Background: an optimization exercise with open tools, aiming at small area. Do not read the settings as production practice. Function was checked by simulation only, so behaviour that the tests miss may differ from the original.

### config.mk
export PLATFORM = sky130hd
export DESIGN_NAME = audiotrans
export DESIGN_NICKNAME = audiotrans
export VERILOG_FILES = /design/flow/design.v
export SDC_FILE = /design/flow/constraint.sdc
export NUM_CORES = 4
export LEC_CHECK = 0
export CAP_MARGIN = 20
export CORE_MARGIN = 2
export CORE_UTILIZATION = 40
export SLEW_MARGIN = 20
### constraint.sdc
create_clock -name core_clock -period 30.0 [get_ports {CLOCK_50}]
set_input_delay 6.0000 -clock core_clock [delete_from_list [all_inputs] [get_ports {CLOCK_50}]]
set_output_delay 6.0000 -clock core_clock [all_outputs]
set_load 0.01 [all_outputs]
### design.v
module displayLogic(input logic [3:0] dispNum, output logic [6:0] dispOut); 
always_comb
	begin
		case (dispNum)
			4'd0: dispOut=7'b1000000; 
			4'd1: dispOut=7'b1111001; 
			4'd2: dispOut=7'b0100100; 
			4'd3: dispOut=7'b0110000; 
			4'd4: dispOut=7'b0011001; 
			4'd5: dispOut=7'b0010010; 
			4'd6: dispOut=7'b0000010; 
			4'd7: dispOut=7'b1111000; 
			4'd8: dispOut=7'b0000000; 
			4'd9: dispOut=7'b0011000; 
			4'd15: dispOut=7'b0111111; 
			default: dispOut=7'b0111111; 
		endcase
	end
endmodule
module dualDisp(input logic [3:0] inputValue, output logic [6:0] disp1, disp2);
logic [3:0] inDisp1, inDisp2;
logic [3:0] inValue;
always_comb
begin
			inValue = inputValue; 
end
always_comb 
begin
		if(inValue>=4'd10) begin 
			inDisp2 = inValue % 4'd10;
			inDisp1 = inValue/(4'd10);
		end else begin 
			inDisp1=0;
			inDisp2=inValue;
		end
end
displayLogic display1(.dispNum(inDisp1),.dispOut(disp1));
displayLogic display2(.dispNum(inDisp2),.dispOut(disp2));
endmodule
module bitcrush(input logic [32:1] inleft, inright,  
                    input logic reset, clock, slow_tick,
                    output logic [32:1] outleft, outright);		  
always_ff @(posedge clock or negedge reset) begin
	if(~reset) begin
		outleft<=32'd0;
		outright<=32'd0;
	end else if(slow_tick) begin
		outleft<=inleft;
		outright<=inright;
	end
end
endmodule
module compressor(input logic [31:0] inleft, inright, 				 
                        input logic clock, reset,     				 
                        output logic [31:0] outleft, outright); 	 
		localparam logic [31:0] threshold = 32'd4294967295/32'd2;  
		logic [31:0] rcomp0, rcomp1, rcomp2, rcomp3, rcomp4, rcomp5, rcomp6, rcomp7, rcomp8, rcomp9,rcomp10, rcomp11, rcomp12, rcomp13, rcomp14, rcomp15, rcomp16, rcomp17, rcomp18, rcomp19, rcomp;
		logic [31:0] lcomp0, lcomp1, lcomp2, lcomp3, lcomp4, lcomp5, lcomp6, lcomp7, lcomp8, lcomp9, lcomp10, lcomp11, lcomp12, lcomp13, lcomp14, lcomp15, lcomp16, lcomp17, lcomp18, lcomp19, lcomp;
		always_comb begin
			if (inleft<threshold) begin 
				outleft = (inleft);
			end else begin
				outleft = threshold+(lcomp-threshold);
			end
			if (inright<threshold) begin  
				outright = (inright);
			end else begin
				outright = threshold+(rcomp-threshold); 
			end
		end
		always_ff @(posedge clock or negedge reset)begin
			if(~reset) begin
				rcomp19<=32'd0;
				rcomp18<=32'd0;
				rcomp17<=32'd0;
				rcomp16<=32'd0;
				rcomp15<=32'd0;
				rcomp14<=32'd0;
				rcomp13<=32'd0;
				rcomp12<=32'd0;
				rcomp11<=32'd0;
				rcomp10<=32'd0;
				rcomp9<=32'd0;
				rcomp8<=32'd0;
				rcomp7<=32'd0;
				rcomp6<=32'd0;
				rcomp5<=32'd0;
				rcomp4<=32'd0;
				rcomp3<=32'd0;
				rcomp2<=32'd0;
				rcomp1<=32'd0;
				rcomp0<=32'd0;
				rcomp<=32'd0;
			end else begin
				rcomp19<=rcomp18;
				rcomp18<=rcomp17;
				rcomp17<=rcomp16;
				rcomp16<=rcomp15;
				rcomp15<=rcomp14;
				rcomp14<=rcomp13;
				rcomp13<=rcomp12;
				rcomp12<=rcomp11;
				rcomp11<=rcomp10;
				rcomp10<=rcomp9;
				rcomp9<=rcomp8;
				rcomp8<=rcomp7;
				rcomp7<=rcomp6;
				rcomp6<=rcomp5;
				rcomp5<=rcomp4;
				rcomp4<=rcomp3;
				rcomp3<=rcomp2;
				rcomp2<=rcomp1;
				rcomp1<=rcomp0;
				rcomp0<=inright;  
				rcomp <= ({5'd0,rcomp0} +rcomp1+rcomp2+rcomp3+rcomp4+rcomp5+rcomp6+rcomp7+rcomp8+rcomp9+rcomp10+rcomp11+rcomp12+rcomp13+rcomp14+rcomp15+rcomp16+rcomp17+rcomp18+rcomp19) / 37'd20;
			end
		end
		always_ff @(posedge clock or negedge reset)begin
			if(~reset) begin
				lcomp19<=32'd0;
				lcomp18<=32'd0;
				lcomp17<=32'd0;
				lcomp16<=32'd0;
				lcomp15<=32'd0;
				lcomp14<=32'd0;
				lcomp13<=32'd0;
				lcomp12<=32'd0;
				lcomp11<=32'd0;
				lcomp10<=32'd0;
				lcomp9<=32'd0;
				lcomp8<=32'd0;
				lcomp7<=32'd0;
				lcomp6<=32'd0;
				lcomp5<=32'd0;
				lcomp4<=32'd0;
				lcomp3<=32'd0;
				lcomp2<=32'd0;
				lcomp1<=32'd0;
				lcomp0<=32'd0;
				lcomp<=32'd0;
			end else begin
				lcomp19<=lcomp18;
				lcomp18<=lcomp17;
				lcomp17<=lcomp16;
				lcomp16<=lcomp15;
				lcomp15<=lcomp14;
				lcomp14<=lcomp13;
				lcomp13<=lcomp12;
				lcomp12<=lcomp11;
				lcomp11<=lcomp10;
				lcomp10<=lcomp9;
				lcomp9<=lcomp8;
				lcomp8<=lcomp7;
				lcomp7<=lcomp6;
				lcomp6<=lcomp5;
				lcomp5<=lcomp4;
				lcomp4<=lcomp3;
				lcomp3<=lcomp2;
				lcomp2<=lcomp1;
				lcomp1<=lcomp0;
				lcomp0<=inleft;  
				lcomp <= ({5'd0,lcomp0} +lcomp1+lcomp2+lcomp3+lcomp4+lcomp5+lcomp6+lcomp7+lcomp8+lcomp9+lcomp10+lcomp11+lcomp12+lcomp13+lcomp14+lcomp15+lcomp16+lcomp17+lcomp18+lcomp19) / 37'd20;
			end
		end
endmodule
module visualizer(input logic clock, com_tick, reset,			 
						input logic [31:0] right, left,
						output logic [25:0] lights);
		int i;
		logic [31:0] rms0, rms1, rms2, rms3, rms4, rms5, rms6, rms7, rms8, rms9, rms;
		logic [25:0] temp;
		always_comb begin
		rms0 = ({1'b0,left} + {1'b0,right}) / 33'd2;
		 for(i = 25; i >= 0; i = i - 1)
			  begin
				temp[i] = ( rms > (600000/2*i) ) ? 1'b1 : 1'b0;  
			  end
		end
		always_ff @(posedge clock or negedge reset)begin
			if(~reset) begin
				rms9<=32'd0;
				rms8<=32'd0;
				rms7<=32'd0;
				rms6<=32'd0;
				rms5<=32'd0;
				rms4<=32'd0;
				rms3<=32'd0;
				rms2<=32'd0;
				rms1<=32'd0;
				rms<=32'd0;
				lights<=26'd0;
			end else if(com_tick) begin
				rms9<=rms8;
				rms8<=rms7;
				rms7<=rms6;
				rms6<=rms5;
				rms5<=rms4;
				rms4<=rms3;
				rms3<=rms2;
				rms2<=rms1;
				rms1<=rms0;
				lights<=temp;  
				rms <= ({4'd0,rms0} +rms1+rms2+rms3+rms4+rms5+rms6+rms7+rms8+rms9) / 36'd10;
			end
		end
endmodule
module fxfsm(input logic clock, slow_tick, reset,  
					input logic [3:0] sel,
					input logic [31:0] leftin,rightin,
					output logic [31:0] leftout,rightout);
	logic [31:0] bcright, bcleft, compright, compleft; 
	typedef enum logic [3:0] {IDLE, BCRUSH, MONO, BIT8, COMP} statetype;  
	statetype presentState, nextState;
	always_ff@(posedge clock or negedge reset)
		begin
		if(~reset) begin
			presentState<=IDLE;
		end else begin
			presentState<=nextState;
		end
		end
	always_comb
		begin
			case(presentState)
			IDLE: if(sel==4'b0001)  
							nextState=BCRUSH;
					else if(sel==4'b0010)  
							nextState=MONO;
							else if(sel==4'b0100)  
								nextState=BIT8;
								else if(sel==4'b1000)  
									nextState=COMP;
									else
										nextState=IDLE;  
			BCRUSH: if(sel==4'b0000)
							nextState=IDLE;
					else
							nextState=BCRUSH;  
			MONO: if(sel==4'b0000)
							nextState=IDLE;
					else
							nextState=MONO;  
			BIT8: if(sel==4'b0000)
							nextState=IDLE;
					else
							nextState=BIT8;  
			COMP: if(sel==4'b0000)
							nextState=IDLE;
					else
							nextState=COMP;  
			default: nextState=IDLE;
			endcase
		end
	always_ff@(posedge clock or negedge reset)
		begin
		if(~reset) begin
		leftout<=32'd0;
		rightout<=32'd0;
		end else begin
			case(presentState)
				IDLE: begin  
				leftout<=leftin;
				rightout<=rightin;
				end
				BCRUSH: begin  
				leftout<=bcleft;
				rightout<=bcright;
				end
				MONO: begin  
				leftout<=leftin;
				rightout<=leftin;
				end
				BIT8: begin  
				leftout<=leftin/(32'd256);
				rightout<=rightin/(32'd256);
				end
				COMP: begin
				leftout<=compleft;
				rightout<=compright;
				end
			endcase
			end
		end
		compressor comp(.inleft(leftin), .inright(rightin),  
								.clock(clock), .reset(reset),
								.outleft(compleft), .outright(compright));
		bitcrush bc(.inright(rightin), .inleft(leftin), .clock(clock), .slow_tick(slow_tick),  
						.reset(reset),
						.outright(bcright),.outleft(bcleft));	
endmodule
module reset(input logic clk, rst,
					output logic rstSync);
	logic intRst;
	always_ff@(posedge clk or negedge rst) begin
		if(~rst) begin
			intRst<=1'b0;
			rstSync<=1'b0;
		end else begin
			intRst<=1'b1;
			rstSync<=intRst;
		end
	end
endmodule
module audiotrans(		input logic CLOCK_50, reset_in,
						input logic slow_tick, com_tick,
						input logic [0:3] volume,
						input logic [3:0] sel,
						input logic [31:0] left_in, right_in,
						output logic [31:0] left_out, right_out,
						output logic [25:0] lights,
						output logic [6:0] vol0, vol1);
	logic reset;
	logic [31:0] right_internal, left_internal;
	always_comb begin
		right_out = right_internal*volume;
		left_out = left_internal*volume;
	end
	reset rst(.clk(CLOCK_50), .rst(reset_in),.rstSync(reset));
	fxfsm fx(.clock(CLOCK_50), .slow_tick(slow_tick), .reset(reset),
						 .sel(sel),
						.leftin(left_in),.rightin(right_in),
						.leftout(left_internal),.rightout(right_internal));
	visualizer viz(.clock(CLOCK_50), .com_tick(com_tick), .reset(reset), .right(right_internal), .left(left_internal), .lights(lights));
	dualDisp dispVolume(.inputValue(volume), .disp1(vol0), .disp2(vol1));
endmodule
### run.sh
#!/bin/bash
# synth_recipe.tcl (not shown) runs the flow's synth.tcl, then flattens the netlist and writes it again
# the make line also repeats each setting of config.mk as NAME=value (left out here)
make -C /OpenROAD-flow-scripts/flow DESIGN_CONFIG=/design/flow/config.mk WORK_HOME=/design/flow/orfs CLKGATE_MAP_FILE= SYNTH_SCRIPT=/design/flow/synth_recipe.tcl finish
==> results.txt <==
synth_stat cells (34+ instances only):
cell type	instances
nor3_1	160
a21o_1	87
a21oi_1	457
nor4_1	69
and3_1	54
mux2_2	359
o21a_1	60
clkbuf_1	299
mux2i_1	80
a211oi_1	91
a221o_1	74
o21bai_1	81
o211ai_1	90
nand3_1	228
xor2_1	96
o31ai_1	42
nand4_1	94
ha_1	280
o21ai_0	365
or3_1	44
o22ai_1	34
inv_1	1345
nand2b_1	38
dfrtp_1	1823
nor2_1	377
buf_2	45
and2_1	87
xnor2_1	227
a2111oi_0	36
fa_1	1479
nand2_1	652
a31oi_1	68
worst max path at each step:
| stage | start | endpoint | cells past startpoint | slack (ps) |
|---|---|---|---|---|
| 6_report | fx.rightout[1] | viz.rms[0] | 87 | 4590 |
| 5_1_grt | fx.rightout[1] | viz.rms[0] | 89 | 2130 |
| 4_1_cts | fx.rightout[1] | viz.rms[0] | 87 | 4280 |
| 3_5_place_dp | fx.rightout[1] | viz.rms[0] | 87 | 4370 |
| 3_3_place_gp | fx.rightout[1] | viz.rms[0] | 87 | 4860 |
| 2_1_floorplan | rst.rstSync | fx.bc.outleft[10] | 0 | 480 |
cells by family after synthesis:
| group | count (synthesis) | synth area share |
|---|---|---|
| AOI/OAI and AO/OA | 2024 | 0.1218 |
| and+or+nand+nor | 1953 | 0.07984 |
| DFF | 1823 | 0.3878 |
| adders and majority gates | 1773 | 0.2827 |
| buffers and inverters | 1745 | 0.05706 |
| muxes | 468 | 0.04649 |
| xor gates and xnor gates | 324 | 0.02419 |
| other | 2 | 0.00006384 |
metrics by stage:
step | setup WS [ps] | utilization | hold WS (ps)
final | 4589 | 0.4481 | 347.6
after global routing | 2128 | 0.4480 | 358.1
after CTS | 4278 | 0.4472 | 351.9
after detailed placement | 4370 | 0.4221 | 342.8
after global placement | 4863 | 0.4220 | 338.6
after floorplan | 479.2 | - | 331.1
cells in the final DEF (no fill, tap or decap), types with 218 or more instances in the layout:
cell	netlist	layout
dfrtp_1	1823	1820
nand2_1	652	652
a21oi_1	457	455
inv_1	1345	1345
mux2_2	359	359
ha_1	280	280
xnor2_1	227	218
o21ai_0	365	364
nand3_1	228	228
fa_1	1479	1479
nor2_1	377	376
critical path, delay by kind of cell, from the launching register on:
family	cells	cell delay, ps
xor+xnor	2	420
flops	1	430
fa+ha+maj	7	3150
compound gates	56	14550
simple gates	15	5240
mux	3	1200
buf+inv	4	280
per-layer routing:
metal,GRT usage,vias up
li1,-,34610
met1,0.2705,40170
met2,0.3249,2162
met3,0.02990,491
met4,0.07889,8
met5,0,-
final cells by class:
cell class              instances  area [um^2]  share of cell area
clock buffers                 282         5914             0.04500
flip-flops and latches       1823        45630              0.3472
diodes                          8        20.02           0.0001523
clock inverters                99         1450             0.01103
repair buffers                314         2898             0.02205
well taps                    3919         4903             0.03731
multi-input cells            6546        65510              0.4985
inverters                    1358         5100             0.03881
==> metrics.md <==
| Metric | Value |
|---|---|
| Outcome | `complete, no violations` |
| Placer Congestion | `0.8991` |
| Worst R2R Path Depth | `87` |
| Worst path slowest cell | `or4_1` |
| Routed via count | `77440` |
| Vias in the first global route | `83220` |
| Worst-path clk slew | `70 ps` |
| RSZ-0062 raised after global routing | `no` |
| Post-synthesis sequential area ratio | `0.3878` |
| Hold_buf cts | `0` |
| Die height | `546.3 um` |
| Final setup vio count | `0` |
| Synth-to-Final Area Change | `11.72%` |
| Final TNS setup | `0 ps` |
| R2R Path End | `viz.rms[0]` |
| Final cycle utilization of the critical path | `0.8470` |
| Type of the worst min-delay path | `flip-flop to flip-flop` |
| GRT overflow | `0` |
| Fin crit period | `25410 ps` |
| Post-layout instance area | `131400 um^2` |
| I/O Buffers | `176` |
| CTS resizes | `0` |
| Max-cap violations | `0` |
| Largest net degree at the start of global routing | `202` |
| M1 WL | `125800 um` |
| CTS root buffer | `clkbuf_16` |
| Worst-Margin Slew | `1146 ps` |
| CTS tree | `built` |
| Routed Antenna Nets | `0` |
| Share of cells above drive strength 1 | `0.1021` |
| Worst clock skew | `72.59 ps` |
| Slew Limit Fails | `0` |
| Setup repair bufs after CTS | `0` |
| Ys async rst share | `1.000` |
| Ys Warns | `8` |
| Initial antenna violation count | `22` |
| Startpoint Class | `flip-flop` |
| DR iter-0 viols | `6047` |
| Clk Latency, worst-skew pair | `920 ps` |
| Drt wl/cell | `20.46 um` |
| Drt drc | `0` |
| Largest area contributor in the netlist | `dfrtp_1` |
| Total clock sinks | `1823` |
| Die Width | `546.3 um` |
| Syn Inst Count | `10110` |
| # nets final | `12090` |
| Dominant synthesized flop cell | `dfrtp_1` |
| Final HPWL DP | `225000 um` |
| Crit path kind | `flip-flop to flip-flop` |
| H-tree depth | `4` |
| DR WL met3 | `15660 um` |
| RR Startpoint | `fx.rightout[1]` |
| Overall routing resource usage | `0.2001` |
| Yosys cell types | `142` |
| Max Root-Sink Buffers | `4` |
| Fillers | `26780` |
| Synthesized flop and latch total | `1823` |
| Crit path required time | `30770 ps` |
| FP Rows | `199` |
| First-pass GRT wire length | `475900 um` |
| Non-Filler Instances | `14350` |
| Starting Density | `0.4010` |
| Hold path start | `fx.comp.lcomp5[11]` |
| Top Layer Used | `met5` |
| TritonCTS buffer count | `208` |
| Vias per cell | `5.397` |
| Worst hold path depth | `0` |
| Crit path arrival time | `26180 ps` |
| Avg Cell Area, Syn | `11.63 um^2` |
| Synth area leaders | `dfrtp_1 (39%), fa_1 (25%), inv_1 (4.3%), mux2_2 (3.4%), ha_1 (3.0%)` |
| Die area | `298400 um^2` |
| First-pass detailed-route iteration total | `8` |
| Setup crit end kind | `flip-flop` |
| Core area | `293300 um^2` |
| WL final | `293600 um` |
| Routed wl met2 | `139700 um` |
| Crit-path max FO | `21` |
| Peak Freq | `39.35 MHz` |
| Slew margin rel. | `0.2308` |
| Worst hold path endpoint | `fx.comp.lcomp6[11]` |
| FF-to-FF setup slack | `4590 ps` |
| Io pins | `180` |
| Yosys top cell area share | `0.3878` |
| CP max stage delay | `730 ps` |
| Placed inst area | `123800 um^2` |
| Placed Instances | `13960` |
| Post-Syn Area | `117600 um^2` |
| Number of flops mapped to enable cells by yosys | `0` |
| Count of final hold-check violations | `0` |

## port drivers added, routing unchanged
In the flow no input, the clock included, has a driving cell. The finished layout below was timed again as built, in two steps. Step 1 (the two cells are an assumption about what drives the block):
set clk [get_ports {CLOCK_50}]
set_driving_cell -lib_cell sky130_fd_sc_hd__clkbuf_16 $clk
set_driving_cell -lib_cell sky130_fd_sc_hd__buf_2 [delete_from_list [all_inputs] $clk]
Step 2, shift: input delay + t, output delay - t, t = (earliest + latest rising clock arrival at the registers) / 2. This alone moves slack from input paths to output paths. Three values: ideal ports, drivers, drivers and shift; two values: the first two.
t, ns: 0.987
setup WS [ns]: 4.589 / 4.589 / 4.589
latest minus earliest clock arrival (ns): 0.080 / 0.080
worst register clock-pin slew, ns: 0.07 / 0.07
cell pins on the clock port's net: 1
After both steps this run still meets setup and hold. For this run, drivers alone change the setup slack by 0.000 ns; drivers and shift together by 0.000 ns.
